Source: an optimization exercise on an open RTL-to-GDS flow (aim: small area). Production flows keep margins and buffers that such runs may drop. The RTL was checked by simulation tests, not by an equivalence proof against the original design. No activity file was given, so power comes from the tool's default toggle rates.

`flow/config.mk`:
```
export PLATFORM = sky130hd
export DESIGN_NAME = axis_rotate
export DESIGN_NICKNAME = axis_rotate
export VERILOG_FILES = /design/flow/design.v
export SDC_FILE = /design/flow/constraint.sdc
export NUM_CORES = 4
export LEC_CHECK = 0
export CAP_MARGIN = 20
export CORE_MARGIN = 2
export CORE_UTILIZATION = 40
export SLEW_MARGIN = 20
```
`flow/constraint.sdc`:
```
create_clock -name core_clock -period 5.0 [get_ports {aclk}]
set_input_delay 1.0000 -clock core_clock [delete_from_list [all_inputs] [get_ports {aclk}]]
set_output_delay 1.0000 -clock core_clock [all_outputs]
set_load 0.01 [all_outputs]
```
`flow/design.v`:
```
module axis_rotate
#(
    parameter   DATA_WIDTH          = 128,
    parameter   USER_WIDTH          = 64
)
(
    input   logic                       aclk,
    input   logic                       aresetn,
    input   logic   [DATA_WIDTH-1:0]    s_axis_tdata,
    input   logic   [USER_WIDTH-1:0]    s_axis_tuser,
    input   logic                       s_axis_tvalid,
    output  logic                       s_axis_tready,
    input   logic                       s_axis_tlast,
    input   logic   [DATA_WIDTH/8-1:0]  s_axis_tkeep,
    output   logic  [DATA_WIDTH-1:0]    m_axis_tdata,
    output   logic  [USER_WIDTH-1:0]    m_axis_tuser,
    output   logic                      m_axis_tvalid,
    input    logic                      m_axis_tready,
    output   logic                      m_axis_tlast,
    output   logic  [DATA_WIDTH/8-1:0]  m_axis_tkeep
);
logic s_axis_tready_int;
logic m_axis_tvalid_int;
integer i;
always @(posedge aclk or negedge aresetn)
begin
    if(!aresetn) begin
        m_axis_tdata        <= {DATA_WIDTH{1'b0}};
        m_axis_tuser        <= {USER_WIDTH{1'b0}};
        m_axis_tvalid_int   <= 1'b0;
        m_axis_tlast        <= 1'b0;
        m_axis_tkeep        <= {DATA_WIDTH/8{1'b0}};
    end
    else begin
        if (s_axis_tready_int==1'b1) begin
            m_axis_tvalid_int   <= s_axis_tvalid;
            m_axis_tlast        <= s_axis_tlast;
            m_axis_tuser        <= s_axis_tuser;
            i = s_axis_tuser[$clog2(DATA_WIDTH/8)-1:0];
            if (s_axis_tuser[$clog2(DATA_WIDTH/8)-1:0]==0) begin
                m_axis_tdata <= s_axis_tdata;
                m_axis_tkeep <= s_axis_tkeep;
            end
            if (s_axis_tuser[$clog2(DATA_WIDTH/8)]==1'b0) begin
                m_axis_tdata <= (s_axis_tdata << i*8) | (s_axis_tdata >> DATA_WIDTH-i*8);
                m_axis_tkeep <= (s_axis_tkeep << i) | (s_axis_tkeep >> DATA_WIDTH/8-i);
            end
            if (s_axis_tuser[$clog2(DATA_WIDTH/8)]==1'b1) begin
                m_axis_tdata <= (s_axis_tdata >> i*8) | (s_axis_tdata << DATA_WIDTH-i*8);
                m_axis_tkeep <= (s_axis_tkeep >> i) | (s_axis_tkeep << DATA_WIDTH/8-i);
            end
        end
    end
end
assign s_axis_tready_int = m_axis_tready | ~m_axis_tvalid_int;
assign s_axis_tready = s_axis_tready_int;
assign m_axis_tvalid = m_axis_tvalid_int;
endmodule
```
`flow/run.sh`:
```
#!/bin/bash
# synth_recipe.tcl (not shown) runs the flow's synth.tcl, then flattens the netlist and writes it again
# the make line also repeats each setting of config.mk as NAME=value (left out here)
make -C /OpenROAD-flow-scripts/flow DESIGN_CONFIG=/design/flow/config.mk WORK_HOME=/design/flow/orfs CLKGATE_MAP_FILE= SYNTH_SCRIPT=/design/flow/synth_recipe.tcl finish
```
==> results.py, run 1 <==
metrics = {
    "critical_path": {
        "required_ps": 4000,
        "r2r-start": "m_axis_tvalid_int",
        "critPathBufInv": 3,
        "slowest_delay_ps": 680,
        "r2r_slack_ps": 1830,
        "crit_chain": "clkdlybuf4s50_1, nor2b_4, inv_6, clkdlybuf4s50_1",
        "crit_arrival_ps": 2790,
        "cpLargestDelayFamily": "buffers and inverters",
        "r2r.worst_path.cells": 6,
        "critical_path.max_fanout": 65,
        "slowest_stage": "clkdlybuf4s50_1",
        "cp-start-kind": "input port",
        "cpMostUsedCell": "clkdlybuf4s50_1",
        "rr_endpoint": "m_axis_tkeep[5]",
        "end_kind": "primary output",
        "critical_path_class": "input port to primary output",
    },
    "logic_synthesis": {
        "syn_nets": 3772,
        "synthCells": 3558,
        "synth_top_cells_by_area": "mux4_2, dfrtp_1, mux2i_1, mux2_2, nor2_1",
        "yosysSeqAreaShare_pct": 16.2,
        "ys_warn_count": 1,
        "synth_area_per_cell_um2": 9.14,
        "netlist_area_um2": 32500,
        "synth.top_cell.area_share_pct": 26.0,
        "synthArstFlopShare_pct": 100,
        "synth_top_area_cell": "mux4_2",
        "synth-edff-count": 0,
        "ys_types": 84,
        "synth_flop_cell": "dfrtp_1",
        "synth_seq_cells": 210,
    },
    "sta": {
        "rsz0062_at_grt": "no",
        "setup_ws_ps": 1210,
        "hold_viol": 0,
        "fmax_mhz": 264,
        "relSlewSlack_pct": 21.7,
        "finalCritPeriodShare_pct": 75.7,
        "tns_ps": 0,
        "fin_crit_ps": 3790,
        "tightest_slew_ps": 1170,
        "finalClockSkew_ps": 15.7,
        "maxSlewViolCount": 0,
        "setup_viol": 0,
    },
    "finish": {
        "regArea_um2": 5260,
        "fill_cells": 7668,
        "drive_above_1_share_pct": 21.1,
        "fin_cells": 4714,
        "num-nets-final": 3829,
        "area.growth.synth_to_final_pct": 16.7,
        "multi_input_area_um2": 24600,
        "fin_util_pct": 47.1,
    },
    "route": {
        "firstDrtPassIters": 8,
        "final_antenna_net_count": 0,
        "vias_per_cell": 7.53,
        "wirelength_mm": 172,
        "drc": 0,
        "wl_per_cell_um": 36.6,
        "vias": 35500,
        "drt_iter0_markers": 6358,
    },
    "cts": {
        "cts_resized": 0,
        "post_cts_buffers": 0,
        "clock_latency_ps": 630,
        "clock-root-buffer": "clkbuf_16",
        "cts_max_level": 1,
        "cts_tree": "yes",
        "clk_pin_slew_ps": 60,
        "clock_path_buffers": 3,
        "cts_inserted_buffers": 30,
        "hold_buffers": 0,
        "clkSinkCount": 210,
    },
    "floorplan": {
        "start_util_pct": 40.4,
        "die_area_um2": 83600,
        "io_pins": 424,
        "die_w_um": 289,
        "core_region_area_um2": 80500,
        "chipHeight_um": 289,
        "rows": 104,
    },
    "global_routing": {
        "antenna_found_initial": 29,
        "grt_overflow_total": 0,
        "grt.total_usage_pct": 39.9,
        "grt_pass1_wl_mm": 246,
        "grt_pass1_vias": 32700,
        "grt_max_degree": 138,
    },
    "worst_hold_path": {
        "worstHoldPathCells": 2,
        "min_from": "m_axis_tuser[31]",
        "min_to": "m_axis_tuser[31]",
        "hold_class": "flip-flop to flip-flop",
    },
    "placed_design": {
        "dp.cells": 4643,
        "io_buffers": 423,
        "hpwlAfterDp_mm": 113,
        "place.gp.congestion": 1.00,
        "pre_cts_ws_ps": 728,
    },
    "run_status": {
        "outcome": "no timing/DRC/antenna violations",
    },
    "power_and_ir_drop": {
        "power_density_nw_per_um2": 256,
        "leakage_uw": 0.0141,
        "ir_drop_mv": 0.314,
    },
    "run": {
        "maxCapViolations": 0,
    },
}
[how the worst max path moves through the flow]
stage | cells after the start | slack [ps] | start | end
2_1_floorplan | 16 | 810 | s_axis_tuser[0] | m_axis_tkeep[4]
3_3_place_gp | 9 | 810 | s_axis_tuser[0] | m_axis_tdata[61]
3_5_place_dp | 9 | 730 | s_axis_tuser[0] | m_axis_tdata[61]
4_1_cts | 4 | 1220 | m_axis_tready | s_axis_tready
5_1_grt | 9 | 1170 | s_axis_tuser[0] | m_axis_tdata[61]
6_report | 4 | 1210 | m_axis_tready | s_axis_tready
[logic make-up (layout without fill, tap and decap cells)]
logic type      count (synthesis)  after routing  synth area share [%]
buf+inv                       536            615                  8.39
fa+ha+maj                       1              1                0.0385
xor+xnor                        2              2                 0.112
compound gates                810            810                  18.2
other cells                     0             17                     0
simple gates                 1133           1133                  14.9
flops                         210            210                  16.2
mux                           866            866                  42.2
[cell type report]
type                       instances  area share (%)
antenna                           17           0.112
sequential                       210            13.8
multi-input combinational       2812            64.9
inverter                           9           0.129
clock buffer                      35            2.19
timing repair buffer             552            14.5
tap                             1060            3.49
clock inverter                    19           0.758
[worst reg2reg max path: cells and delay by family, from the launching register on]
kind | cells | cell delay [ps]
AOI/OAI and AO/OA | 1 | 340
buffers and inverters | 1 | 480
DFF | 1 | 390
and+or+nand+nor | 4 | 1900
[through the flow]
| stage | power (uW) | instance area [um2] | hold slack (ps) |
|---|---|---|---|
| 2_1_floorplan | 4940 | 32500 | 507 |
| 3_3_place_gp | 6990 | 36800 | 448 |
| 3_5_place_dp | 7000 | 36800 | 454 |
| 4_1_cts | 9510 | 37900 | 468 |
| 5_1_grt | 9960 | 37900 | 481 |
| 6_report | 9720 | 38000 | 462 |
[synthesized netlist by cell type (51+ instances only)]
master and instances:
a211oi_1 100, a21oi_1 122, buf_2 122, buf_4 51, clkbuf_1 279, dfrtp_1 210
mux2_2 154, mux2i_1 326, mux4_2 376, nand2_1 410, nor2_1 431, nor3_1 122
o21ai_0 97
[metal layers]
layer  vias up  GRT usage (%)  share of wire (%)
met5         -              0              0.066
met4        16           17.9                5.6
met1     17200           53.4                 37
met3       716           20.0                 18
met2      3551           53.3                 39
li1      14000              -                  -
[cell usage in the layout, fill, tap and decap left out, types with 24 or more instances in the layout]
cell type,n
a2111oi_0,48
a211oi_1,100
a21oi_1,122
a221oi_1,34
a22oi_1,31
a31oi_1,26
buf_12,24
buf_4,105
clkbuf_16,31
clkdlybuf4s50_1,417
dfrtp_1,210
mux2_2,154
mux2i_1,326
mux4_2,376
nand2_1,408
nand2b_1,37
nand3_1,48
nor2_1,426
nor3_1,121
o211ai_1,29
o21ai_0,97
o221ai_1,44
o22ai_1,41
o32ai_1,48
[power by group]
group | switching [uW] | internal, uW
Clock | 992 | 1540
Sequential | 430 | 1970
Combinational | 2720 | 2070
Total | 4140 | 5590
[flip-flops by register name, summed over array words and instances, names as in the netlist]
| name | flops |
|---|---|
| m_axis_tdata | 128 |
| m_axis_tvalid_int | 1 |
| m_axis_tuser | 64 |
| m_axis_tlast | 1 |
| m_axis_tkeep | 16 |
==> inputs of run 2 (changes only) <==
==> flow/design.v (replaced) <==
module axr_oai22 (input logic a1, a2, b1, b2, output logic y);
    assign y = ~((a1 | a2) & (b1 | b2));
endmodule
module axr_aoi222 (input logic a1, a2, b1, b2, c1, c2, output logic y);
    assign y = ~((a1 & a2) | (b1 & b2) | (c1 & c2));
endmodule
module axr_inv (input logic a, output logic y);
    assign y = ~a;
endmodule
module axis_rotate
#(
    parameter   DATA_WIDTH          = 128,
    parameter   USER_WIDTH          = 64
)
(
    input   logic                       aclk,
    input   logic                       aresetn,
    input   logic   [DATA_WIDTH-1:0]    s_axis_tdata,
    input   logic   [USER_WIDTH-1:0]    s_axis_tuser,
    input   logic                       s_axis_tvalid,
    output  logic                       s_axis_tready,
    input   logic                       s_axis_tlast,
    input   logic   [DATA_WIDTH/8-1:0]  s_axis_tkeep,
    output   logic  [DATA_WIDTH-1:0]    m_axis_tdata,
    output   logic  [USER_WIDTH-1:0]    m_axis_tuser,
    output   logic                      m_axis_tvalid,
    input    logic                      m_axis_tready,
    output   logic                      m_axis_tlast,
    output   logic  [DATA_WIDTH/8-1:0]  m_axis_tkeep
);
localparam NB = DATA_WIDTH/8;        
localparam SW = $clog2(NB);          
localparam LW = 9*NB;                
logic m_valid;
wire  load = m_axis_tready | ~m_valid;
assign s_axis_tready = load;
assign m_axis_tvalid = m_valid;
always_ff @(posedge aclk or negedge aresetn) begin
    if (!aresetn)
        m_valid <= 1'b0;
    else if (load)
        m_valid <= s_axis_tvalid;
end
wire [SW-1:0] n   = s_axis_tuser[SW-1:0];
wire [SW-1:0] amt = s_axis_tuser[SW] ? (~n + 1'b1) : n;
wire [SW-1:0] amt_n = ~amt;
wire sel_keep = load & ~amt[SW-1];
wire sel_rot  = load &  amt[SW-1];
wire sel_hold = ~load;
logic [LW-1:0] lanes;
always_comb begin
    for (int k = 0; k < NB; k++)
        lanes[9*k +: 9] = {s_axis_tkeep[k], s_axis_tdata[8*k +: 8]};
end
wire [LW-1:0] st [0:SW-1];
assign st[0] = lanes;
genvar s, i;
generate
    for (s = 0; s < SW-1; s = s + 1) begin : g_stage
        for (i = 0; i < LW; i = i + 1) begin : g_bit
            axr_oai22 u_mux (
                .a1(amt[s]),   .a2(st[s][i]),
                .b1(amt_n[s]), .b2(st[s][(i + LW - 9*(1<<s)) % LW]),
                .y (st[s+1][i]));
        end
    end
endgenerate
logic [LW-1:0] r;         
wire  [LW-1:0] r_n;       
wire  [LW-1:0] r_d;
generate
    for (i = 0; i < LW; i = i + 1) begin : g_out
        axr_inv u_inv (.a(r[i]), .y(r_n[i]));
        axr_aoi222 u_last (
            .a1(sel_keep), .a2(st[SW-1][i]),
            .b1(sel_rot),  .b2(st[SW-1][(i + LW - 9*(NB/2)) % LW]),
            .c1(sel_hold), .c2(r_n[i]),
            .y (r_d[i]));
    end
endgenerate
always_ff @(posedge aclk)
    r <= r_d;
always_ff @(posedge aclk) begin
    if (load) begin
        m_axis_tuser <= s_axis_tuser;
        m_axis_tlast <= s_axis_tlast;
    end
end
always_comb begin
    for (int k = 0; k < NB; k++) begin
        m_axis_tdata[8*k +: 8] = r[9*k +: 8];
        m_axis_tkeep[k]        = r[9*k + 8];
    end
end
endmodule
==> flow/flow/run.sh (new file) <==
#!/bin/bash
# Standard layout, with the smallest buffer on the ports.
set -euo pipefail
export BUFFER_PORTS_ARGS="-buffer_cell sky130_fd_sc_hd__buf_1"
bash standard.sh finish > flow_make.log 2>&1
==> flow/standard.sh (new file) <==
#!/bin/bash
# synth_recipe.tcl (not shown) runs the flow's synth.tcl, then flattens the netlist and writes it again
# the make line also repeats each setting of config.mk as NAME=value (left out here)
make -C /OpenROAD-flow-scripts/flow DESIGN_CONFIG=/design/flow/config.mk WORK_HOME=/design/flow/orfs CLKGATE_MAP_FILE= SYNTH_SCRIPT=/design/flow/synth_recipe.tcl "${@:-finish}"
--- a/flow/config.mk
+++ b/flow/config.mk
@@ -8,4 +8,7 @@
 export CAP_MARGIN = 20
 export CORE_MARGIN = 2
-export CORE_UTILIZATION = 40
+export CORE_UTILIZATION = 60
+export CTS_BUF_LIST = sky130_fd_sc_hd__clkbuf_4 sky130_fd_sc_hd__clkbuf_8
 export SLEW_MARGIN = 20
+export SYNTH_HIERARCHICAL = 1
+export SYNTH_MINIMUM_KEEP_SIZE = 0
removed: flow/run.sh
==> run 2 against run 1 <==
  * Sequential share of layout area is 25 points higher
  * Sequential power is 5% lower
  * Critical path depth is 3 higher
  * Register-to-register slack better by 710 ps
  * Fmax is 15% higher
  * Sequential cell count stayed put
  * Synthesized area is 70% lower
  * Final area is 67% lower
  * Via count is 67% lower
  * Clock skew is 7.4 ps higher
  * Largest power group is now sequential cells
  * Routed wire length is 79% lower
==> results.py, run 2 <==
metrics = {
    "finish": {
        "num-nets-final": 1635,
        "final_cell_mix": "o22ai_1, buf_1, inv_1",
        "largest_reg_flops": 144,
        "fill_cells": 1107,
        "area.growth.synth_to_final_pct": 28.2,
        "fin_util_pct": 78.4,
        "drive_above_1_share_pct": 5.82,
        "max_flop_register": "r",
        "largestRegisters": "r x144, m_axis_tuser x64",
        "regArea_um2": 4860,
        "layout_commonest_cell": "o22ai_1",
        "multi_input_area_um2": 4280,
    },
    "cts": {
        "clkSinkCount": 210,
        "cts_resized": 0,
        "clock-root-buffer": "clkbuf_8",
        "clk_pin_slew_ps": 60,
        "cts_max_level": 2,
        "hold_buffers": 0,
        "cts_tree": "yes",
        "post_cts_buffers": 0,
        "clock_latency_ps": 520,
        "cts_inserted_buffers": 34,
        "clock_path_buffers": 3,
    },
    "global_routing": {
        "grt_pass1_wl_mm": 52.8,
        "grt.total_usage_pct": 39.2,
        "grt_max_degree": 101,
        "grt_overflow_total": 0,
        "grt_pass1_vias": 10200,
        "antenna_found_initial": 2,
    },
    "logic_synthesis": {
        "synthCells": 946,
        "synth_common_cells": "o22ai_1, inv_1, a222oi_1, dfxtp_1, edfxtp_1",
        "yosysMostFrequentCell": "o22ai_1",
        "synthArstFlopShare_pct": 0.476,
        "ys_warn_count": 7,
        "ys_types": 16,
        "synth-edff-count": 65,
        "synth_top_area_cell": "dfxtp_1",
        "syn_nets": 1160,
        "synth_area_per_cell_um2": 10.2,
        "synth_top_cells_by_area": "dfxtp_1, o22ai_1, edfxtp_1, a222oi_1, inv_1",
        "synth_seq_cells": 210,
        "yosysSeqAreaShare_pct": 50.4,
        "netlist_area_um2": 9640,
        "synth_flop_cell": "dfxtp_1",
        "synth.top_cell.area_share_pct": 29.9,
    },
    "sta": {
        "finalClockSkew_ps": 23.1,
        "fin_crit_ps": 3280,
        "hold_viol": 0,
        "rsz0062_at_grt": "no",
        "finalCritPeriodShare_pct": 65.6,
        "maxSlewViolCount": 0,
        "setup_viol": 0,
        "relSlewSlack_pct": 29.0,
        "setup_ws_ps": 1720,
        "tightest_slew_ps": 1070,
        "fmax_mhz": 305,
    },
    "placed_design": {
        "place.gp.congestion": 0.937,
        "pre_cts_ws_ps": 1380,
        "hpwlAfterDp_mm": 24.3,
        "io_buffers": 423,
    },
    "floorplan": {
        "die_w_um": 131,
        "die_area_um2": 17100,
        "rows": 46,
        "io_pins": 424,
        "core_region_area_um2": 15800,
        "chipHeight_um": 131,
        "start_util_pct": 61.1,
    },
    "route": {
        "firstDrtPassIters": 13,
        "drt_iter0_markers": 2100,
        "wirelength_mm": 35.9,
        "wl_per_cell_um": 21.6,
        "vias_per_cell": 7.08,
        "drc": 0,
        "vias": 11800,
        "final_antenna_net_count": 0,
    },
    "critical_path": {
        "required_ps": 5330,
        "r2r_slack_ps": 2540,
        "r2r.worst_path.cells": 4,
        "r2r-start": "m_valid",
        "end_kind": "flip-flop",
        "crit_arrival_ps": 3610,
        "critical_path.max_fanout": 81,
        "rr_endpoint": "r[25]",
        "cp-start-kind": "input port",
        "critical_path_class": "input port to flip-flop",
    },
    "worst_hold_path": {
        "hold_class": "input port to asynchronous set/reset pin",
    },
    "run": {
        "maxCapViolations": 0,
    },
    "power_and_ir_drop": {
        "power_density_nw_per_um2": 440,
        "ir_drop_mv": 0.260,
        "leakage_uw": 0.00471,
    },
    "run_status": {
        "outcome": "no timing/DRC/antenna violations",
    },
}
[run 2: cell count changes after synthesis, sizes merged, moves of 143 or more]
cell / before / now
dfrtp: 210 / 1
mux4: 385 / 0
o22ai: 42 / 432
mux2: 155 / 0
buf: 248 / 0
inv: 6 / 149
mux2i: 326 / 0
nand2: 410 / 1
dfxtp: 0 / 144
nor2: 432 / 1
clkbuf: 279 / 0
[run 2: worst max-delay path by stage]
stage	from	end	slack, ps	depth (start not counted)
floorplan	s_axis_tuser[0]	r[0]	-3180	7
global placement	s_axis_tuser[0]	r[7]	1420	7
detailed placement	s_axis_tuser[1]	r[96]	1380	9
CTS	s_axis_tuser[1]	r[127]	1830	8
global route	s_axis_tuser[1]	r[127]	1620	8
finish	s_axis_tuser[0]	r[25]	1720	7
[run 2: critical path, stage by stage]
cell and delay, ps:
clkbuf_4 130, buf_4 530, o31ai_2 120, xnor2_1 430, and2_4 820, buf_12 350, a222oi_1 130
[run 2: power breakdown]
group	switching, uW	internal [uW]
Sequential	181	2100
Clock	669	748
Combinational	1120	617
Total	1970	3470
[run 2: layout make-up]
| cell class | instances | share of cell area, % |
|---|---|---|
| multi-input combinational | 587 | 34.6 |
| antenna | 3 | 0.0607 |
| clock buffer | 47 | 4.67 |
| sequential | 210 | 39.3 |
| inverter | 149 | 4.59 |
| clock inverter | 11 | 0.435 |
| timing repair buffer | 439 | 14.1 |
| tap | 216 | 2.19 |
[run 2: metrics by stage]
step / total power (uW) / std cells / hold slack, ps / instance area (um2) / setup TNS (ps)
6_report: 5440 / 1662 / 222 / 12400 / 0
5_1_grt: 5680 / 1661 / 232 / 12400 / 0
4_1_cts: 5390 / 1659 / 216 / 12400 / 0
2_1_floorplan: 3360 / 946 / 495 / 9690 / -458710
3_3_place_gp: 3940 / 1601 / 458 / 11700 / 0
3_5_place_dp: 3980 / 1601 / 461 / 11700 / 0
[run 2: routing by layer]
metal	track usage (%)	wire (um)	vias up
met1	46.7	12200	5331
met2	64.6	17300	1046
met4	21.6	2110	0
met3	10.5	4310	180
li1	-	-	5208
met5	0	0	-
[run 2: cell families after synthesis]
family | synth area share (%)
compound gates | 43.2
flops | 50.4
buf+inv | 5.80
simple gates | 0.337
xor+xnor | 0.182
fa+ha+maj | 0.130
[run 2: per-module statistics from Yosys, one instance, submodules excluded]
module       area, um2  flip-flops and latches
axr_oai22         6.26                       0
axr_aoi222        10.0                       0
axr_inv           3.75                       0
axis_rotate       4960                     210
==> inputs of run 3 (changes only) <==
==> flow/run.sh (new file) <==
#!/bin/bash
# synth_recipe.tcl (not shown) runs the flow's synth.tcl, then flattens the netlist and writes it again
# the make line also repeats each setting of config.mk as NAME=value (left out here)
make -C /OpenROAD-flow-scripts/flow DESIGN_CONFIG=/design/flow/config.mk WORK_HOME=/design/flow/orfs CLKGATE_MAP_FILE= SYNTH_SCRIPT=/design/flow/synth_recipe.tcl finish
--- a/flow/config.mk
+++ b/flow/config.mk
@@ -8,6 +8,5 @@
 export CAP_MARGIN = 20
 export CORE_MARGIN = 2
-export CORE_UTILIZATION = 60
-export CTS_BUF_LIST = sky130_fd_sc_hd__clkbuf_4 sky130_fd_sc_hd__clkbuf_8
+export CORE_UTILIZATION = 40
 export SLEW_MARGIN = 20
 export SYNTH_HIERARCHICAL = 1
removed: flow/flow/run.sh
removed: flow/standard.sh
==> run 3 against run 2 <==
  * Largest power group unchanged
  * Clock skew fell by 3.1 ps
  * Combinational power rose by 29%
  * Core utilization fell by 14 points
  * Synthesized cell count did not move
  * Final area rose by 23%
  * Synthesized area did not move
  * Clock power rose by 15%
  * Routed wire length rose by 8.4%
  * Die area rose by 48%
  * First-iteration DRC count fell by 28%
  * Cell count rose by 5.3%
  * Still clean on timing, DRC and antenna
==> results.py, run 3 <==
metrics = {
    "cts": {
        "clock-root-buffer": "clkbuf_16",
        "cts_max_level": 1,
        "cts_tree": "yes",
        "clock_path_buffers": 3,
        "cts_inserted_buffers": 23,
        "clk_pin_slew_ps": 60,
        "cts_resized": 0,
        "hold_buffers": 0,
        "clock_latency_ps": 520,
        "post_cts_buffers": 0,
        "clkSinkCount": 210,
    },
    "critical_path": {
        "r2r_slack_ps": 2460,
        "critical_path.max_fanout": 75,
        "cpMostUsedCell": "o22ai_1",
        "end_kind": "flip-flop",
        "slowest_stage": "clkdlybuf4s50_1",
        "critPathBufInv": 4,
        "slowest_delay_ps": 590,
        "cpLargestDelayFamily": "buffers and inverters",
        "crit_chain": "clkdlybuf4s50_1, inv_1, ha_1, nand2_1, o21ai_4, inv_4, buf_4, o22ai_1, o22ai_1, a222oi_1",
        "crit_arrival_ps": 3760,
        "critical_path_class": "input port to flip-flop",
        "crit_cells": 10,
        "r2r.worst_path.cells": 6,
        "cp-start-kind": "input port",
        "required_ps": 5340,
    },
    "power_and_ir_drop": {
        "ir_drop_mv": 0.240,
        "leakage_uw": 0.00592,
        "power_density_nw_per_um2": 405,
    },
    "floorplan": {
        "die_w_um": 159,
        "io_pins": 424,
        "chipHeight_um": 159,
        "rows": 56,
        "die_area_um2": 25400,
        "core_region_area_um2": 23500,
        "start_util_pct": 41.0,
    },
    "sta": {
        "fin_crit_ps": 3420,
        "maxSlewViolCount": 0,
        "finalCritPeriodShare_pct": 68.5,
        "hold_ws_ps": 469,
        "tns_ps": 0,
        "hold_viol": 0,
        "relSlewSlack_pct": 36.5,
        "setup_viol": 0,
        "finalClockSkew_ps": 20.0,
        "rsz0062_at_grt": "no",
        "fmax_mhz": 292,
        "tightest_slew_ps": 953,
    },
    "run": {
        "maxCapViolations": 0,
    },
    "run_status": {
        "outcome": "no timing/DRC/antenna violations",
    },
    "worst_hold_path": {
        "worstHoldPathCells": 2,
        "hold_class": "flip-flop to flip-flop",
    },
    "route": {
        "drc": 0,
        "top_layer": "met5",
        "wl_per_cell_um": 22.3,
        "met1_length_mm": 14.5,
        "vias_per_cell": 6.34,
        "firstDrtPassIters": 13,
        "wirelength_mm": 38.9,
        "final_antenna_net_count": 0,
        "routed-wl-met2_mm": 18.8,
        "vias": 11100,
        "drt_iter0_markers": 1517,
        "wl_met3_mm": 4.22,
    },
    "logic_synthesis": {
        "synthArstFlopShare_pct": 0.476,
        "yosysSeqAreaShare_pct": 50.4,
        "synthCells": 946,
        "synth_top_cells_by_area": "dfxtp_1, o22ai_1, edfxtp_1, a222oi_1, inv_1",
        "synth-edff-count": 65,
        "synth_flop_cell": "dfxtp_1",
        "netlist_area_um2": 9640,
        "synth.top_cell.area_share_pct": 29.9,
        "ys_types": 16,
        "ys_warn_count": 7,
        "yosysMostFrequentCell": "o22ai_1",
        "synth_common_cells": "o22ai_1, inv_1, a222oi_1, dfxtp_1, edfxtp_1",
        "synth_seq_cells": 210,
        "syn_nets": 1160,
        "synth_area_per_cell_um2": 10.2,
        "synth_top_area_cell": "dfxtp_1",
    },
    "finish": {
        "area.growth.synth_to_final_pct": 58.2,
        "max_flop_register": "r",
        "largestRegisters": "r x144, m_axis_tuser x64",
        "num-nets-final": 1626,
        "regArea_um2": 4860,
        "fin_util_pct": 64.8,
        "drive_above_1_share_pct": 4.55,
        "layout_commonest_cell": "o22ai_1",
        "multi_input_area_um2": 4280,
        "largest_reg_flops": 144,
        "final_cell_mix": "o22ai_1, clkdlybuf4s50_1, inv_1",
        "fill_cells": 2014,
    },
    "global_routing": {
        "grt_pass1_wl_mm": 57.9,
        "grt_max_degree": 145,
        "grt_pass1_vias": 10100,
        "grt_overflow_total": 0,
        "grt.total_usage_pct": 28.6,
        "antenna_found_initial": 7,
    },
    "placed_design": {
        "place.gp.congestion": 0.903,
        "hpwlAfterDp_mm": 28.2,
        "io_buffers": 423,
    },
}
-- run 3: tightest hold or removal path, delay by kind of cell, from the launching register on --
| kind | cells | cell delay, ps |
|---|---|---|
| compound gates | 1 | 60 |
| buf+inv | 1 | 40 |
| flops | 1 | 310 |
-- run 3: final timing paths --
| kind | to | from |
|---|---|---|
| max in group asynchronous | m_valid | aresetn |
| worst min register to register | r[96] | r[96] |
| worst max-delay path | r[12] | s_axis_tuser[1] |
| worst min-delay path | r[96] | r[96] |
| min in group asynchronous | m_valid | aresetn |
| worst max register to register | r[12] | m_valid |
-- run 3: area by class of cell --
cell class / instances / area share, %
sequential: 210 / 31.9
antenna: 3 / 0.0492
clock buffer: 33 / 4.31
multi-input combinational: 587 / 28.1
timing repair buffer: 441 / 29.0
inverter: 149 / 3.72
tap: 319 / 2.62
clock inverter: 8 / 0.418
-- run 3: report_power, final --
| part | switching, uW | internal [uW] | leakage, uW | total (uW) |
|---|---|---|---|---|
| Clock | 676 | 960 | 0.000361 | 1640 |
| Combinational | 1110 | 1130 | 0.00368 | 2240 |
| Sequential | 199 | 2100 | 0.00188 | 2300 |
-- run 3: cell families after synthesis --
logic type | share of synthesized area, %
adder cells (fa/ha/maj) | 0.130
XOR/XNOR | 0.182
buffers and inverters | 5.80
flip-flops | 50.4
AO/OA/AOI/OAI | 43.2
AND/OR/NAND/NOR | 0.337
-- run 3: per-module statistics from Yosys, one instance, submodules excluded --
module | cells inside | cell area (um2) | times used | flip-flops and latches
axis_rotate | 226 | 4960 | 1 | 210
axr_aoi222 | 1 | 10.0 | 144 | 0
axr_oai22 | 1 | 6.26 | 432 | 0
axr_inv | 1 | 3.75 | 144 | 0
-- run 3: stage by stage --
step | cell area (um2) | setup WS, ps | power [uW] | std cells
floorplan | 9690 | -3180 | 3360 | 946
global placement | 14500 | 1170 | 4530 | 1706
detailed placement | 14500 | 1100 | 4550 | 1706
CTS | 15200 | 1640 | 6190 | 1747
global route | 15300 | 1420 | 6470 | 1750
finish | 15300 | 1580 | 6180 | 1750
-- run 3: per-layer routing --
layer / vias to the layer above / global-route usage (%)
met5: - / 0
met4: 6 / 10.7
met3: 81 / 9.12
met2: 641 / 49.5
met1: 5170 / 33.2
li1: 5202 / -
==> inputs of run 4 (changes only) <==
--- a/flow/design.v
+++ b/flow/design.v
@@ -5,6 +5,6 @@
     assign y = ~((a1 & a2) | (b1 & b2) | (c1 & c2));
 endmodule
-module axr_inv (input logic a, output logic y);
-    assign y = ~a;
+module axr_ao22 (input logic a1, a2, b1, b2, output logic y);
+    assign y = (a1 & a2) | (b1 & b2);
 endmodule
 module axis_rotate
@@ -34,4 +34,5 @@
 logic m_valid;
 wire  load = m_axis_tready | ~m_valid;
+wire  hold = ~load;
 assign s_axis_tready = load;
 assign m_axis_tvalid = m_valid;
@@ -42,10 +43,9 @@
         m_valid <= s_axis_tvalid;
 end
-wire [SW-1:0] n   = s_axis_tuser[SW-1:0];
-wire [SW-1:0] amt = s_axis_tuser[SW] ? (~n + 1'b1) : n;
+wire [SW-1:0] n     = s_axis_tuser[SW-1:0];
+wire [SW-1:0] amt   = {SW{load}} & (s_axis_tuser[SW] ? (~n + 1'b1) : n);
 wire [SW-1:0] amt_n = ~amt;
-wire sel_keep = load & ~amt[SW-1];
-wire sel_rot  = load &  amt[SW-1];
-wire sel_hold = ~load;
+wire sel_str = load & ~amt[0];
+wire sel_rot = load &  amt[0];
 logic [LW-1:0] lanes;
 always_comb begin
@@ -53,9 +53,16 @@
         lanes[9*k +: 9] = {s_axis_tkeep[k], s_axis_tdata[8*k +: 8]};
 end
-wire [LW-1:0] st [0:SW-1];
-assign st[0] = lanes;
+logic [LW-1:0] r;                    
+wire  [LW-1:0] st [0:SW];            
 genvar s, i;
 generate
-    for (s = 0; s < SW-1; s = s + 1) begin : g_stage
+    for (i = 0; i < LW; i = i + 1) begin : g_first
+        axr_aoi222 u_mux (
+            .a1(sel_str), .a2(lanes[i]),
+            .b1(sel_rot), .b2(lanes[(i + LW - 9) % LW]),
+            .c1(hold),    .c2(r[i]),
+            .y (st[1][i]));
+    end
+    for (s = 1; s < SW; s = s + 1) begin : g_stage
         for (i = 0; i < LW; i = i + 1) begin : g_bit
             axr_oai22 u_mux (
@@ -66,25 +73,6 @@
     end
 endgenerate
-logic [LW-1:0] r;         
-wire  [LW-1:0] r_n;       
-wire  [LW-1:0] r_d;
-generate
-    for (i = 0; i < LW; i = i + 1) begin : g_out
-        axr_inv u_inv (.a(r[i]), .y(r_n[i]));
-        axr_aoi222 u_last (
-            .a1(sel_keep), .a2(st[SW-1][i]),
-            .b1(sel_rot),  .b2(st[SW-1][(i + LW - 9*(NB/2)) % LW]),
-            .c1(sel_hold), .c2(r_n[i]),
-            .y (r_d[i]));
-    end
-endgenerate
 always_ff @(posedge aclk)
-    r <= r_d;
-always_ff @(posedge aclk) begin
-    if (load) begin
-        m_axis_tuser <= s_axis_tuser;
-        m_axis_tlast <= s_axis_tlast;
-    end
-end
+    r <= st[SW];
 always_comb begin
     for (int k = 0; k < NB; k++) begin
@@ -93,3 +81,16 @@
     end
 end
+logic [USER_WIDTH:0] u_q, u_d;
+generate
+    for (i = 0; i <= USER_WIDTH; i = i + 1) begin : g_user
+        axr_ao22 u_hold (
+            .a1(load), .a2(i < USER_WIDTH ? s_axis_tuser[i] : s_axis_tlast),
+            .b1(hold), .b2(u_q[i]),
+            .y (u_d[i]));
+    end
+endgenerate
+always_ff @(posedge aclk)
+    u_q <= u_d;
+assign m_axis_tuser = u_q[USER_WIDTH-1:0];
+assign m_axis_tlast = u_q[USER_WIDTH];
 endmodule
==> flow/flow/run.sh (new file) <==
#!/bin/bash
# Standard layout, with the smallest buffer on the ports.
set -euo pipefail
export BUFFER_PORTS_ARGS="-buffer_cell sky130_fd_sc_hd__buf_1"
bash standard.sh finish > flow_make.log 2>&1
==> flow/standard.sh (new file) <==
#!/bin/bash
# synth_recipe.tcl (not shown) runs the flow's synth.tcl, then flattens the netlist and writes it again
# the make line also repeats each setting of config.mk as NAME=value (left out here)
make -C /OpenROAD-flow-scripts/flow DESIGN_CONFIG=/design/flow/config.mk WORK_HOME=/design/flow/orfs CLKGATE_MAP_FILE= SYNTH_SCRIPT=/design/flow/synth_recipe.tcl "${@:-finish}"
--- a/flow/config.mk
+++ b/flow/config.mk
@@ -8,5 +8,6 @@
 export CAP_MARGIN = 20
 export CORE_MARGIN = 2
-export CORE_UTILIZATION = 40
+export CORE_UTILIZATION = 60
+export CTS_BUF_LIST = sky130_fd_sc_hd__clkbuf_4 sky130_fd_sc_hd__clkbuf_8
 export SLEW_MARGIN = 20
 export SYNTH_HIERARCHICAL = 1
removed: flow/run.sh
==> run 4 against run 3 <==
  * Core utilization up 16 points
  * Clock power about the same
  * Fmax down 3.6%
  * Clock skew up 2.5 ps
  * First-iteration DRC count up 93%
  * Sequential power up 2%
  * Critical path depth unchanged
  * Die area down 37%
  * Total power down 3.3%
  * Highest routed layer is now met4
==> results.py, run 4 <==
metrics = {
    "logic_synthesis": {
        "ys_warn_count": 7,
        "synth.top_cell.area_share_pct": 46.2,
        "synth-edff-count": 0,
        "synth_seq_cells": 210,
        "synth_top_cells_by_area": "dfxtp_1, o22ai_1, a222oi_1, a22o_1, dfrtp_1",
        "yosysMostFrequentCell": "o22ai_1",
        "synth_flop_cell": "dfxtp_1",
        "synth_common_cells": "o22ai_1, dfxtp_1, a222oi_1, a22o_1",
        "netlist_area_um2": 9050,
        "syn_nets": 1085,
        "ys_types": 17,
        "synth_area_per_cell_um2": 10.4,
        "yosysSeqAreaShare_pct": 46.5,
        "synthCells": 871,
        "synthArstFlopShare_pct": 0.476,
        "synth_top_area_cell": "dfxtp_1",
    },
    "sta": {
        "fin_crit_ps": 3550,
        "relSlewSlack_pct": 29.3,
        "tightest_slew_ps": 1060,
        "maxSlewViolCount": 0,
        "hold_viol": 0,
        "finalClockSkew_ps": 22.5,
        "rsz0062_at_grt": "no",
        "finalCritPeriodShare_pct": 71.1,
        "setup_viol": 0,
        "setup_ws_ps": 1450,
        "tns_ps": 0,
        "fmax_mhz": 281,
    },
    "floorplan": {
        "io_pins": 424,
        "core_region_area_um2": 14600,
        "start_util_pct": 61.8,
        "rows": 44,
        "chipHeight_um": 127,
        "die_w_um": 127,
        "die_area_um2": 16100,
    },
    "run_status": {
        "outcome": "no timing/DRC/antenna violations",
    },
    "power_and_ir_drop": {
        "leakage_uw": 0.00399,
        "ir_drop_mv": 0.313,
        "power_density_nw_per_um2": 502,
    },
    "finish": {
        "fin_util_pct": 81.3,
        "largestRegisters": "r x144, u_q x65, m_valid x1",
        "num-nets-final": 1564,
        "area.growth.synth_to_final_pct": 31.5,
        "drive_above_1_share_pct": 6.56,
        "final_cell_mix": "o22ai_1, buf_1, dfxtp_1",
        "largest_reg_flops": 144,
        "layout_commonest_cell": "o22ai_1",
        "max_flop_register": "r",
    },
    "critical_path": {
        "end_kind": "flip-flop",
        "required_ps": 5350,
        "slowest_delay_ps": 680,
        "critical_path_class": "input port to flip-flop",
        "critPathBufInv": 4,
        "cp-start-kind": "input port",
        "crit_arrival_ps": 3900,
        "critical_path.max_fanout": 91,
        "cpMostUsedCell": "o22ai_1",
        "crit_chain": "buf_1, inv_1, ha_1, mux2i_1, or2_4, buf_4, buf_4, o22ai_1, o22ai_1, o22ai_1",
        "slowest_stage": "buf_4",
        "cpLargestDelayFamily": "buffers and inverters",
    },
    "cts": {
        "post_cts_buffers": 0,
        "clock_path_buffers": 3,
        "clock_latency_ps": 530,
        "cts_max_level": 2,
        "clkSinkCount": 210,
        "clock-root-buffer": "clkbuf_8",
        "cts_resized": 0,
        "hold_buffers": 0,
        "cts_inserted_buffers": 35,
        "clk_pin_slew_ps": 60,
        "cts_tree": "yes",
    },
    "route": {
        "vias": 12000,
        "firstDrtPassIters": 15,
        "wirelength_mm": 37.4,
        "drc": 0,
        "vias_per_cell": 7.69,
        "drt_iter0_markers": 2928,
        "final_antenna_net_count": 0,
        "wl_per_cell_um": 24.0,
    },
    "placed_design": {
        "hpwlAfterDp_mm": 25.4,
        "place.gp.congestion": 0.969,
        "io_buffers": 423,
        "pre_cts_ws_ps": 1090,
    },
    "global_routing": {
        "grt_pass1_wl_mm": 55.7,
        "grt_max_degree": 173,
        "grt_overflow_total": 0,
        "antenna_found_initial": 0,
        "grt_pass1_vias": 10300,
        "grt.total_usage_pct": 42.8,
    },
    "worst_hold_path": {
        "hold_class": "input port to asynchronous set/reset pin",
    },
    "run": {
        "maxCapViolations": 0,
    },
}
## run 4: cell types whose count changed after synthesis, sizes merged, moves of 3 or more
cell    change
inv       -145
dfxtp      +65
a22o       +65
or2         +3
edfxtp     -65
nor2        +3
## run 4: path summary, 6_finish.rpt
check | endpoint | from | slack (ps) | cells after the start
min in group core_clock | u_q[27] | u_q[27] | 470 | 1
max reg2reg | r[108] | m_valid | 1970 | 8
min | m_valid | aresetn | 260 | 1
max in group asynchronous | m_valid | aresetn | 4610 | 1
max | r[47] | s_axis_tuser[0] | 1450 | 10
min reg2reg | u_q[27] | u_q[27] | 470 | 1
## run 4: power by group
group | switching [uW] | leakage [uW] | internal, uW
clock | 693 | 0.000399 | 952
sequential | 286 | 0.00177 | 2060
combinational | 1230 | 0.00182 | 766
## run 4: kinds of logic (layout without fill, tap and decap cells)
logic type      count (synthesis)  in the layout  share of synthesized area [%]
compound gates                642            642                           52.2
xor+xnor                        2              2                          0.194
fa+ha+maj                       1              1                          0.138
buf+inv                         5            505                          0.221
flops                         210            210                           46.5
mux                             1              1                          0.111
other cells                     0              2                              0
simple gates                   10             10                          0.595
## run 4: per-stage QoR
| stage | power, uW | instance area, um2 | cells | hold slack [ps] |
|---|---|---|---|---|
| 3_5_place_dp | 4260 | 11100 | 1496 | 452 |
| 2_1_floorplan | 3540 | 9100 | 871 | 511 |
| 6_report | 5980 | 11900 | 1557 | 263 |
| 4_1_cts | 5900 | 11900 | 1554 | 258 |
| 3_3_place_gp | 4230 | 11100 | 1496 | 450 |
| 5_1_grt | 6220 | 11900 | 1555 | 252 |
## run 4: Yosys stat by module, one instance, submodules excluded
| module | cells | copies in the design | flops+latches |
|---|---|---|---|
| axis_rotate | 230 | 1 | 210 |
| axr_ao22 | 1 | 65 | 0 |
| axr_aoi222 | 1 | 144 | 0 |
| axr_oai22 | 1 | 432 | 0 |
## run 4: final cells by class
cell class	instances	area, um2
Multi-Input combinational cell	656	4860
Sequential cell	210	4210
Fill cell	1033	2740
Timing Repair Buffer	443	1830
Clock buffer	51	664
Tap cell	184	230
Clock inverter	7	85.1
Inverter	4	18.8
Antenna cell	2	5.00
## run 4: layer usage
| layer | wire length (um) | vias to the layer above | track usage (%) |
|---|---|---|---|
| met3 | 5170 | 204 | 13.7 |
| li1 | - | 5209 | - |
| met2 | 16900 | 1154 | 67.9 |
| met4 | 2290 | 0 | 22.3 |
| met5 | 0 | - | 0 |
| met1 | 13100 | 5402 | 52.2 |
==> inputs of run 5 (changes only) <==
==> flow/flow/run.sh (replaced) <==
#!/bin/bash
# Standard layout, with the smallest buffer on the ports and a leaner clock tree
# (larger sink clusters, no dummy loads).
set -euo pipefail
export BUFFER_PORTS_ARGS="-buffer_cell sky130_fd_sc_hd__buf_1"
export CTS_ARGS="-sink_clustering_enable -repair_clock_nets -sink_clustering_size 24 -sink_clustering_max_diameter 60 -buf_list {sky130_fd_sc_hd__clkbuf_8} -dont_use_dummy_load"
bash standard.sh finish > flow_make.log 2>&1
--- a/flow/config.mk
+++ b/flow/config.mk
@@ -8,6 +8,5 @@
 export CAP_MARGIN = 20
 export CORE_MARGIN = 2
-export CORE_UTILIZATION = 60
-export CTS_BUF_LIST = sky130_fd_sc_hd__clkbuf_4 sky130_fd_sc_hd__clkbuf_8
+export CORE_UTILIZATION = 70
 export SLEW_MARGIN = 20
 export SYNTH_HIERARCHICAL = 1
==> run 5 against run 4 <==
  * The flow now stops in 3_2_place_iop
  * Synthesized cell count unchanged
  * Synthesized area unchanged
==> results.py, run 5 <==
metrics = {
    "run_status": {
        "failing_step": "3_2_place_iop",
        "outcome": "did not finish",
        "firstError": "[ERROR PPL-0024] Number of IO pins (424) exceeds maximum number of available positions (418). Increase the die perimeter from 470.78um to 576.64um.",
    },
    "logic_synthesis": {
        "synth_common_cells": "o22ai_1, dfxtp_1, a222oi_1, a22o_1",
        "synth_seq_cells": 210,
        "syn_nets": 1085,
        "yosysSeqAreaShare_pct": 46.5,
        "synth_area_per_cell_um2": 10.4,
        "synthArstFlopShare_pct": 0.476,
        "yosysMostFrequentCell": "o22ai_1",
        "synthCells": 871,
        "synth_flop_cell": "dfxtp_1",
        "netlist_area_um2": 9050,
        "ys_types": 17,
        "synth-edff-count": 0,
        "synth_top_area_cell": "dfxtp_1",
        "synth.top_cell.area_share_pct": 46.2,
        "synth_top_cells_by_area": "dfxtp_1, o22ai_1, a222oi_1, a22o_1, dfrtp_1",
        "ys_warn_count": 7,
    },
    "floorplan": {
        "rows": 41,
        "chipHeight_um": 118,
        "start_util_pct": 71.7,
        "die_w_um": 118,
    },
}
-- run 5: cells by family after synthesis --
| logic type | synth area share (%) |
|---|---|
| mux | 0.111 |
| compound gates | 52.2 |
| flops | 46.5 |
| xor+xnor | 0.194 |
| buf+inv | 0.221 |
| simple gates | 0.595 |
| fa+ha+maj | 0.138 |
-- run 5: modules after synthesis, one instance, submodules excluded --
module | flip-flops and latches | copies in the design
axis_rotate | 210 | 1
axr_ao22 | 0 | 65
axr_aoi222 | 0 | 144
axr_oai22 | 0 | 432
==> inputs of run 6 (changes only) <==
==> flow/flow/run.sh (replaced) <==
#!/bin/bash
# Standard layout, with the smallest buffer on the ports and a leaner clock tree
# (larger sink clusters, no dummy loads).
set -euo pipefail
export BUFFER_PORTS_ARGS="-buffer_cell sky130_fd_sc_hd__buf_1"
export CTS_ARGS="-sink_clustering_enable -repair_clock_nets -sink_clustering_size 28 -sink_clustering_max_diameter 60 -buf_list {sky130_fd_sc_hd__clkbuf_16} -dont_use_dummy_load"
bash standard.sh finish > flow_make.log 2>&1
--- a/flow/config.mk
+++ b/flow/config.mk
@@ -6,8 +6,8 @@
 export NUM_CORES = 4
 export LEC_CHECK = 0
-export CAP_MARGIN = 20
+export CAP_MARGIN = 0
 export CORE_MARGIN = 2
-export CORE_UTILIZATION = 70
-export SLEW_MARGIN = 20
+export CORE_UTILIZATION = 45
+export SLEW_MARGIN = 0
 export SYNTH_HIERARCHICAL = 1
 export SYNTH_MINIMUM_KEEP_SIZE = 0
==> run 6 against run 5 <==
  * The run now finishes clean
  * Synthesized cell count is the same
  * Synthesized area is the same
==> results.py, run 6 <==
metrics = {
    "sta": {
        "maxSlewViolCount": 0,
        "finalCritPeriodShare_pct": 67.9,
        "setup_ws_ps": 1610,
        "rsz0062_at_grt": "no",
        "relSlewSlack_pct": 15.9,
        "tightest_slew_ps": 1260,
        "fin_crit_ps": 3390,
        "setup_viol": 0,
        "fmax_mhz": 295,
        "hold_viol": 0,
        "finalClockSkew_ps": 44.5,
    },
    "global_routing": {
        "grt.total_usage_pct": 31.1,
        "grt_max_degree": 145,
        "grt_pass1_vias": 9723,
        "antenna_found_initial": 6,
        "grt_pass1_wl_mm": 54.2,
        "grt_overflow_total": 0,
    },
    "finish": {
        "final_cell_area_um2": 11700,
        "largest_reg_flops": 144,
        "final_cell_mix": "o22ai_1, buf_1, dfxtp_1",
        "layout_commonest_cell": "o22ai_1",
        "drive_above_1_share_pct": 3.54,
        "area.growth.synth_to_final_pct": 28.8,
        "num-nets-final": 1544,
        "largestRegisters": "r x144, u_q x65, m_valid x1",
        "fill_cells": 1864,
        "max_flop_register": "r",
    },
    "critical_path": {
        "slowest_delay_ps": 500,
        "end_kind": "primary output",
        "cpLargestDelayFamily": "buffers and inverters",
        "critPathBufInv": 5,
        "critical_path.max_fanout": 66,
        "slowest_stage": "buf_4",
        "crit_chain": "buf_1, nor2b_4, buf_4, inv_2, buf_4, buf_1",
        "cp-start-kind": "input port",
        "critical_path_class": "input port to primary output",
        "crit_arrival_ps": 2390,
        "required_ps": 4000,
    },
    "power_and_ir_drop": {
        "power_density_nw_per_um2": 471,
        "ir_drop_mv": 0.219,
        "leakage_uw": 0.00379,
    },
    "logic_synthesis": {
        "synthMuxAreaShare_pct": 0.111,
        "synth_seq_cells": 210,
        "synth_xor_area_share_pct": 0.194,
        "synth_top_family_by_area": "compound AO/OA/AOI/OAI gates",
        "yosysMostFrequentCell": "o22ai_1",
        "yosys.area_share.simple_pct": 0.595,
        "synth_flop_cell": "dfxtp_1",
        "synth-edff-count": 0,
        "synthArstFlopShare_pct": 0.476,
        "yosysSeqAreaShare_pct": 46.5,
        "ys_types": 17,
        "synth_top_cells_by_area": "dfxtp_1, o22ai_1, a222oi_1, a22o_1, dfrtp_1",
        "syn_nets": 1085,
        "synth_common_cells": "o22ai_1, dfxtp_1, a222oi_1, a22o_1",
        "synth_top_area_cell": "dfxtp_1",
        "synth_compound_area_share_pct": 52.2,
        "synthAdderAreaFrac_pct": 0.138,
        "ys_warn_count": 7,
        "netlist_area_um2": 9050,
        "synthCells": 871,
        "synth.top_cell.area_share_pct": 46.2,
        "synth_area_per_cell_um2": 10.4,
    },
    "cts": {
        "clock_path_buffers": 3,
        "cts_resized": 0,
        "clkSinkCount": 210,
        "clk_pin_slew_ps": 60,
        "cts_max_level": 1,
        "cts_tree": "yes",
        "hold_buffers": 0,
        "post_cts_buffers": 0,
        "cts_inserted_buffers": 18,
        "clock_latency_ps": 510,
        "clock-root-buffer": "clkbuf_16",
    },
    "route": {
        "final_antenna_net_count": 0,
        "firstDrtPassIters": 13,
        "drc": 0,
        "vias_per_cell": 7.04,
        "vias": 11300,
        "wirelength_mm": 36.4,
        "drt_iter0_markers": 1806,
        "wl_per_cell_um": 22.8,
    },
    "floorplan": {
        "die_w_um": 146,
        "chipHeight_um": 146,
        "start_util_pct": 46.2,
        "io_pins": 424,
        "rows": 51,
        "die_area_um2": 21300,
        "core_region_area_um2": 19600,
    },
    "worst_hold_path": {
        "hold_class": "input port to asynchronous set/reset pin",
    },
    "placed_design": {
        "place_area_um2": 11200,
        "hpwlAfterDp_mm": 25.5,
        "pre_cts_ws_ps": 1320,
        "place.gp.congestion": 0.856,
        "io_buffers": 423,
    },
    "run": {
        "maxCapViolations": 0,
    },
    "run_status": {
        "outcome": "no timing/DRC/antenna violations",
    },
}
run 6: metrics by stage:
stage | TNS (ps) | cells | hold WS [ps] | total power [uW] | util, %
floorplan | -60280 | 871 | 511 | 3540 | -
global placement | 0 | 1575 | 450 | 4260 | 57.1
detailed placement | 0 | 1575 | 451 | 4260 | 57.1
CTS | 0 | 1593 | 255 | 5470 | 59.4
global route | 0 | 1598 | 253 | 5760 | 59.5
finish | 0 | 1600 | 267 | 5490 | 59.5
run 6: worst register-to-register path, delay by kind of cell (launching register included):
kind            cells  cell delay (ps)
compound gates      4             1000
buf+inv             1              430
flops               1              370
simple gates        2             1010
run 6: modules after synthesis, one instance, submodules excluded:
| module | cell area, um2 | cells | flip-flops and latches |
|---|---|---|---|
| axis_rotate | 4340 | 230 | 210 |
| axr_aoi222 | 10.0 | 1 | 0 |
| axr_ao22 | 8.76 | 1 | 0 |
| axr_oai22 | 6.26 | 1 | 0 |
run 6: logic make-up (layout without fill, tap and decap cells):
logic type | after synthesis | in the layout
compound gates | 642 | 642
xor+xnor | 2 | 2
fa+ha+maj | 1 | 1
buf+inv | 5 | 462
flops | 210 | 210
mux | 1 | 1
other cells | 0 | 7
simple gates | 10 | 10
run 6: cell type report:
| class | count | area [um2] | area share (%) |
|---|---|---|---|
| antenna | 7 | 17.5 | 0.150 |
| multi-input combinational | 656 | 4860 | 41.7 |
| inverter | 4 | 18.8 | 0.161 |
| clock buffer | 18 | 450 | 3.86 |
| sequential | 210 | 4210 | 36.1 |
| tap | 265 | 332 | 2.84 |
| timing repair buffer | 440 | 1770 | 15.1 |
run 6: power by group:
group | internal [uW] | switching (uW)
clock | 635 | 582
sequential | 2060 | 260
combinational | 757 | 1200
run 6: routing by layer:
| layer | part of all wire, % | GRT usage (%) |
|---|---|---|
| met2 | 47 | 50.9 |
| met3 | 10 | 7.18 |
| met4 | 3.8 | 12.1 |
| met1 | 39 | 39.7 |
| met5 | 0 | 0 |
run 6: path summary, 6_finish.rpt:
kind / cells after the start / slack [ps] / to / startpoint
max in group asynchronous: 1 / 4640 / m_valid / aresetn
worst max-delay path: 6 / 1610 / s_axis_tready / m_axis_tready
min in group core_clock: 1 / 460 / u_q[41] / u_q[41]
worst min register to register: 1 / 460 / u_q[41] / u_q[41]
worst min-delay path: 1 / 270 / m_valid / aresetn
worst max register to register: 7 / 2090 / r[3] / m_valid
==> inputs of run 7 (changes only) <==
==> flow/flow/run.sh (replaced) <==
#!/bin/bash
# Standard layout, with the smallest buffer on the ports and a leaner clock tree
# (larger sink clusters, no dummy loads).
set -euo pipefail
export BUFFER_PORTS_ARGS="-buffer_cell sky130_fd_sc_hd__buf_1"
export CTS_ARGS="-sink_clustering_enable -repair_clock_nets -sink_clustering_size 18 -sink_clustering_max_diameter 100 -buf_list {sky130_fd_sc_hd__clkbuf_8} -dont_use_dummy_load"
bash standard.sh finish > flow_make.log 2>&1
==> run 7 against run 6 <==
  * Still clean
  * Fmax is 0.21% higher
  * Final area is 2.1% lower
  * Cell count is 0.25% lower
  * Non-clock buffer count stayed put
  * Routed wire length is 1.2% lower
  * First-iteration DRC count is 0.83% lower
  * Clock-buffer cell count is 3 lower
  * Worst hold slack worse by 47 ps
  * Sequential share of layout area is 0.78 points higher
  * Critical endpoint unchanged
  * Largest power group unchanged
  * Highest routed layer unchanged
==> results.py, run 7 <==
metrics = {
    "power_and_ir_drop": {
        "power_density_nw_per_um2": 443,
        "finalPower_uw": 5060,
        "ir_drop_mv": 0.216,
        "leakage_uw": 0.00367,
    },
    "critical_path": {
        "r2r-start": "m_valid",
        "r2r_slack_ps": 2120,
        "end_kind": "primary output",
        "rr_endpoint": "r[49]",
        "required_ps": 4000,
        "r2r.worst_path.cells": 7,
        "critical_path_class": "input port to primary output",
        "critical_path.max_fanout": 66,
        "crit_arrival_ps": 2390,
        "cp-start-kind": "input port",
    },
    "finish": {
        "final_cell_mix": "o22ai_1, buf_1, dfxtp_1",
        "largest_reg_flops": 144,
        "drive_above_1_share_pct": 3.32,
        "largestRegisters": "r x144, u_q x65, m_valid x1",
        "final_cell_area_um2": 11400,
        "max_flop_register": "r",
        "layout_commonest_cell": "o22ai_1",
        "num-nets-final": 1541,
        "area.growth.synth_to_final_pct": 26.1,
    },
    "logic_synthesis": {
        "synthCells": 871,
        "syn_nets": 1085,
        "netlist_area_um2": 9050,
        "ys_warn_count": 7,
        "yosysSeqAreaShare_pct": 46.5,
        "yosysMostFrequentCell": "o22ai_1",
        "synth.top_cell.area_share_pct": 46.2,
        "synth_area_per_cell_um2": 10.4,
        "synth-edff-count": 0,
        "synth_top_cells_by_area": "dfxtp_1, o22ai_1, a222oi_1, a22o_1, dfrtp_1",
        "synth_flop_cell": "dfxtp_1",
        "ys_types": 17,
        "synthArstFlopShare_pct": 0.476,
        "synth_common_cells": "o22ai_1, dfxtp_1, a222oi_1, a22o_1",
        "synth_seq_cells": 210,
        "synth_top_area_cell": "dfxtp_1",
    },
    "cts": {
        "cts_tree": "yes",
        "clk_pin_slew_ps": 120,
        "cts_inserted_buffers": 15,
        "clock-root-buffer": "clkbuf_8",
        "post_cts_buffers": 0,
        "cts_resized": 0,
        "clock_latency_ps": 510,
        "clkSinkCount": 210,
        "clock_path_buffers": 3,
        "cts_max_level": 1,
        "hold_buffers": 0,
    },
    "global_routing": {
        "grt_pass1_vias": 9716,
        "grt_max_degree": 145,
        "antenna_found_initial": 5,
        "grt_pass1_wl_mm": 53.8,
        "grt_overflow_total": 0,
        "grt.total_usage_pct": 30.9,
    },
    "sta": {
        "finalClockSkew_ps": 39.6,
        "finalCritPeriodShare_pct": 67.8,
        "tightest_slew_ps": 1250,
        "hold_viol": 0,
        "fmax_mhz": 295,
        "fin_crit_ps": 3390,
        "relSlewSlack_pct": 16.4,
        "rsz0062_at_grt": "no",
        "maxSlewViolCount": 0,
        "setup_viol": 0,
    },
    "floorplan": {
        "rows": 51,
        "die_area_um2": 21300,
        "chipHeight_um": 146,
        "core_region_area_um2": 19600,
        "die_w_um": 146,
        "io_pins": 424,
        "start_util_pct": 46.2,
    },
    "route": {
        "vias_per_cell": 7.02,
        "drt_iter0_markers": 1791,
        "firstDrtPassIters": 12,
        "vias": 11200,
        "wl_per_cell_um": 22.5,
        "wirelength_mm": 36.0,
        "final_antenna_net_count": 0,
        "drc": 0,
    },
    "run_status": {
        "outcome": "no timing/DRC/antenna violations",
    },
    "worst_hold_path": {
        "hold_class": "input port to asynchronous set/reset pin",
    },
    "run": {
        "maxCapViolations": 0,
    },
    "placed_design": {
        "place_area_um2": 11200,
        "place.gp.congestion": 0.856,
        "hpwlAfterDp_mm": 25.5,
        "io_buffers": 423,
    },
}
run 7: cell count changes in the layout (fill, tap and decap cells not counted), sizes merged:
cell,previous run,this run
clkbuf,18,15
diode,7,6
run 7: through the flow:
| stage | setup TNS (ps) | instances | worst slack (ps) | hold WS [ps] | utilization, % |
|---|---|---|---|---|---|
| detailed placement | 0 | 1575 | 1320 | 451 | 57.1 |
| finish | 0 | 1596 | 1610 | 220 | 58.2 |
| floorplan | -60280 | 871 | -419 | 511 | - |
| CTS | 0 | 1590 | 1600 | 204 | 58.2 |
| global placement | 0 | 1575 | 1340 | 450 | 57.1 |
| global route | 0 | 1594 | 1500 | 199 | 58.2 |
run 7: Yosys stat by module, one instance, submodules excluded:
module | area [um2] | times used
axis_rotate | 4340 | 1
axr_oai22 | 6.26 | 432
axr_ao22 | 8.76 | 65
axr_aoi222 | 10.0 | 144
run 7: layout make-up:
cell class,count,area (um2)
diodes,6,15.0
clock buffers,15,206
fillers,1897,8180
inverters,4,18.8
multi-input cells,656,4860
flip-flops and latches,210,4210
well taps,265,332
repair buffers,440,1770
run 7: how the worst max path moves through the flow:
stage,start,end,slack (ps),cells past startpoint
6_report,m_axis_tready,s_axis_tready,1610,6
4_1_cts,m_axis_tready,s_axis_tready,1600,6
3_5_place_dp,s_axis_tuser[0],r[49],1320,10
3_3_place_gp,s_axis_tuser[0],r[49],1340,10
5_1_grt,m_axis_tready,s_axis_tready,1500,6
2_1_floorplan,m_axis_tready,r[0],-420,7
run 7: cells by family (layout without fill, tap and decap cells):
| kind of cell | after synthesis | after routing | synth area share [%] |
|---|---|---|---|
| AND/OR/NAND/NOR | 10 | 10 | 0.595 |
| AO/OA/AOI/OAI | 642 | 642 | 52.2 |
| flip-flops | 210 | 210 | 46.5 |
| adder cells (fa/ha/maj) | 1 | 1 | 0.138 |
| buffers and inverters | 5 | 459 | 0.221 |
| other | 0 | 6 | 0 |
| multiplexers | 1 | 1 | 0.111 |
| XOR/XNOR | 2 | 2 | 0.194 |
run 7: report_power, final:
| group | switching (uW) | internal, uW |
|---|---|---|
| Sequential | 256 | 2050 |
| Clock | 524 | 273 |
| Combinational | 1200 | 757 |
| Total | 1980 | 3080 |
run 7: per-layer routing:
| layer | track usage [%] | wire [um] | up-vias |
|---|---|---|---|
| met2 | 51.1 | 17100 | 766 |
| met5 | 0 | 0 | - |
| met4 | 11.5 | 1280 | 0 |
| li1 | - | - | 5161 |
| met1 | 39.2 | 13700 | 5202 |
| met3 | 7.34 | 3880 | 79 |
run 7: critical path: stages:
cell     delay, ps
buf_1          100
nor2b_4        190
buf_4          490
inv_2           40
buf_4          340
buf_1          210
==> inputs of run 8 (changes only) <==
==> flow/flow/run.sh (replaced) <==
#!/bin/bash
# Standard layout, with the smallest buffer on the ports and a leaner clock tree
# (larger sink clusters, no dummy loads).
set -euo pipefail
export BUFFER_PORTS_ARGS="-buffer_cell sky130_fd_sc_hd__buf_1"
export CTS_ARGS="-sink_clustering_enable -repair_clock_nets -sink_clustering_size 16 -sink_clustering_max_diameter 100 -buf_list {sky130_fd_sc_hd__clkbuf_8} -dont_use_dummy_load"
bash standard.sh finish > flow_make.log 2>&1
==> run 8 against run 7 <==
  * Clock power increased by 6.9%
  * Global-route usage increased by 0.085 points
  * Die area unchanged
  * Critical path type unchanged
  * Routed wire length increased by 0.53%
  * Sequential cell count unchanged
  * Cell count increased by 0.19%
  * Combinational power about the same
  * Critical endpoint unchanged
  * Worst hold slack got worse by 11 ps
  * Largest cell class unchanged
  * Fmax decreased by 0.16%
==> results.py, run 8 <==
metrics = {
    "global_routing": {
        "grt_max_degree": 145,
        "grt.total_usage_pct": 31.0,
        "grt_pass1_wl_mm": 54.0,
        "antenna_found_initial": 6,
        "grt_overflow_total": 0,
        "grt_pass1_vias": 9713,
    },
    "route": {
        "final_antenna_net_count": 0,
        "drt_iter0_markers": 1733,
        "wl_per_cell_um": 22.6,
        "drc": 0,
        "firstDrtPassIters": 12,
        "wirelength_mm": 36.2,
        "vias": 11200,
        "vias_per_cell": 7.01,
    },
    "floorplan": {
        "chipHeight_um": 146,
        "start_util_pct": 46.2,
        "io_pins": 424,
        "die_w_um": 146,
        "die_area_um2": 21300,
        "core_region_area_um2": 19600,
        "rows": 51,
    },
    "finish": {
        "fill_cells": 1900,
        "final_cell_mix": "o22ai_1, buf_1, dfxtp_1",
        "fin_cells": 1599,
        "max_flop_register": "r",
        "multi_input_area_um2": 4860,
        "largest_reg_flops": 144,
        "drive_above_1_share_pct": 3.47,
        "layout_commonest_cell": "o22ai_1",
        "area.growth.synth_to_final_pct": 26.4,
        "largestRegisters": "r x144, u_q x65, m_valid x1",
        "num-nets-final": 1543,
        "regArea_um2": 4210,
    },
    "power_and_ir_drop": {
        "power_frac_comb_pct": 38.2,
        "finalPower_uw": 5120,
        "internal-power_uw": 3120,
        "clkPwrFrac_pct": 16.7,
        "leakage_uw": 0.00369,
        "ir_drop_mv": 0.229,
        "seqPwrFrac_pct": 45.1,
        "p_sw_share_pct": 39.1,
        "power_density_nw_per_um2": 447,
        "switchingPower_uw": 2000,
    },
    "sta": {
        "hold_viol": 0,
        "fin_crit_ps": 3390,
        "finalCritPeriodShare_pct": 67.9,
        "setup_viol": 0,
        "setup_ws_ps": 1610,
        "hold_ws_ps": 210,
        "maxSlewViolCount": 0,
        "fmax_mhz": 295,
        "rsz0062_at_grt": "no",
        "relSlewSlack_pct": 15.0,
        "tightest_slew_ps": 1280,
        "finalClockSkew_ps": 82.7,
    },
    "cts": {
        "cts_max_level": 1,
        "cts_resized": 0,
        "clk_pin_slew_ps": 110,
        "cts_inserted_buffers": 17,
        "clock_latency_ps": 520,
        "clock-root-buffer": "clkbuf_8",
        "hold_buffers": 0,
        "clock_path_buffers": 3,
        "post_cts_buffers": 0,
        "cts_tree": "yes",
        "clkSinkCount": 210,
    },
    "run": {
        "maxCapViolations": 0,
    },
    "run_status": {
        "outcome": "no timing/DRC/antenna violations",
    },
    "logic_synthesis": {
        "ys_types": 17,
        "ys_warn_count": 7,
        "yosysMostFrequentCell": "o22ai_1",
        "synth_common_cells": "o22ai_1, dfxtp_1, a222oi_1, a22o_1",
        "synth_seq_cells": 210,
        "syn_nets": 1085,
        "synth_top_cells_by_area": "dfxtp_1, o22ai_1, a222oi_1, a22o_1, dfrtp_1",
        "synthArstFlopShare_pct": 0.476,
        "synth.top_cell.area_share_pct": 46.2,
        "synth_flop_cell": "dfxtp_1",
        "synth_top_area_cell": "dfxtp_1",
        "synth_area_per_cell_um2": 10.4,
        "synth-edff-count": 0,
        "synthCells": 871,
        "netlist_area_um2": 9050,
        "yosysSeqAreaShare_pct": 46.5,
    },
    "critical_path": {
        "required_ps": 4000,
        "slowest_delay_ps": 490,
        "r2r_slack_ps": 2120,
        "r2r.worst_path.cells": 5,
        "crit_chain": "buf_1, nor2b_4, buf_4, inv_2, buf_4, buf_1",
        "rr_endpoint": "r[121]",
        "end_kind": "primary output",
        "critical_path.max_fanout": 66,
        "r2r-start": "m_valid",
        "cp-start-kind": "input port",
        "slowest_stage": "buf_4",
        "crit_arrival_ps": 2390,
        "critical_path_class": "input port to primary output",
    },
    "placed_design": {
        "pre_cts_ws_ps": 1320,
        "dp.cells": 1575,
        "place.gp.congestion": 0.856,
        "hpwlAfterDp_mm": 25.5,
        "io_buffers": 423,
    },
    "worst_hold_path": {
        "hold_class": "input port to asynchronous set/reset pin",
    },
}
[run 8: worst max path at each step]
stage | start | to | cells after the start
after floorplan | m_axis_tready | r[0] | 7
after global placement | s_axis_tuser[0] | r[49] | 10
after detailed placement | s_axis_tuser[0] | r[49] | 10
after CTS | m_axis_tready | s_axis_tready | 6
after global routing | m_axis_tready | s_axis_tready | 6
final | m_axis_tready | s_axis_tready | 6
[run 8: modules after synthesis (local to each module, per instance)]
module | flops+latches | times used | cells | cell area (um2)
axis_rotate | 210 | 1 | 230 | 4340
axr_ao22 | 0 | 65 | 1 | 8.76
axr_aoi222 | 0 | 144 | 1 | 10.0
axr_oai22 | 0 | 432 | 1 | 6.26
[run 8: cells by family (layout without fill, tap and decap cells)]
group	Yosys count	count (layout)	share of synthesized area, %
buffers and inverters	5	461	0.221
xor gates and xnor gates	2	2	0.194
muxes	1	1	0.111
AOI/OAI and AO/OA	642	642	52.2
other	0	7	0
adders and majority gates	1	1	0.138
DFF	210	210	46.5
and+or+nand+nor	10	10	0.595
[run 8: critical path, delay by kind of cell]
family / cells / cell delay [ps]
buf+inv: 5 / 1180
simple gates: 1 / 190
[run 8: power by group through the flow]
stage	Clock [uW]	Sequential (uW)	Combinational, uW
2_1_floorplan	0	2450	1100
3_3_place_gp	0	2340	1920
3_5_place_dp	0	2340	1920
4_1_cts	873	2300	1930
5_1_grt	932	2340	2110
6_report	852	2310	1960
[run 8: layout make-up]
type / count / area share (%)
multi-input combinational: 656 / 42.5
sequential: 210 / 36.8
timing repair buffer: 440 / 15.4
tap: 265 / 2.90
clock buffer: 17 / 2.05
inverter: 4 / 0.164
antenna: 7 / 0.153
[run 8: routing by layer]
layer	GRT usage, %	up-vias	wire, um
met3	6.99	78	3800
met1	39.6	5209	14000
met4	11.9	0	1290
li1	-	5181	-
met2	50.9	739	17000
met5	0	-	0
[run 8: per-stage QoR]
stage / area (um2) / TNS (ps) / util (%)
after global placement: 11200 / 0 / 57.1
after CTS: 11400 / 0 / 58.3
after floorplan: 9100 / -60280 / -
after global routing: 11400 / 0 / 58.4
after detailed placement: 11200 / 0 / 57.1
final: 11400 / 0 / 58.4

==> separate check: timing with driven ports <==
No port has a modelled driver above. Below, the same layouts with a new extraction and two added sets of constraints.
Step 1 assumes that a clkbuf_16 drives the clock port and a buf_2 every other input.
Step 2, shift: input delay + t, output delay - t, t = (earliest + latest rising clock arrival at the registers) / 2. This alone moves slack from input paths to output paths.
Slacks: ideal / step 1 / step 2; pairs: ideal / step 1.
| run | shift t [ns] | setup WS [ns] |
|---|---|---|
| run 1 | 0.677 | 1.214 / 1.188 / 0.616 |
| run 2 | 0.559 | 1.718 / 1.655 / 1.096 |
| run 3 | 0.557 | 1.576 / 1.593 / 1.036 |
| run 4 | 0.556 | 1.447 / 1.455 / 0.898 |
| run 6 | 0.521 | 1.605 / 1.581 / 1.253 |
| run 7 | 0.534 | 1.612 / 1.589 / 1.256 |
| run 8 | 0.522 | 1.607 / 1.584 / 1.234 |
After both steps setup and hold are still met in every run listed.
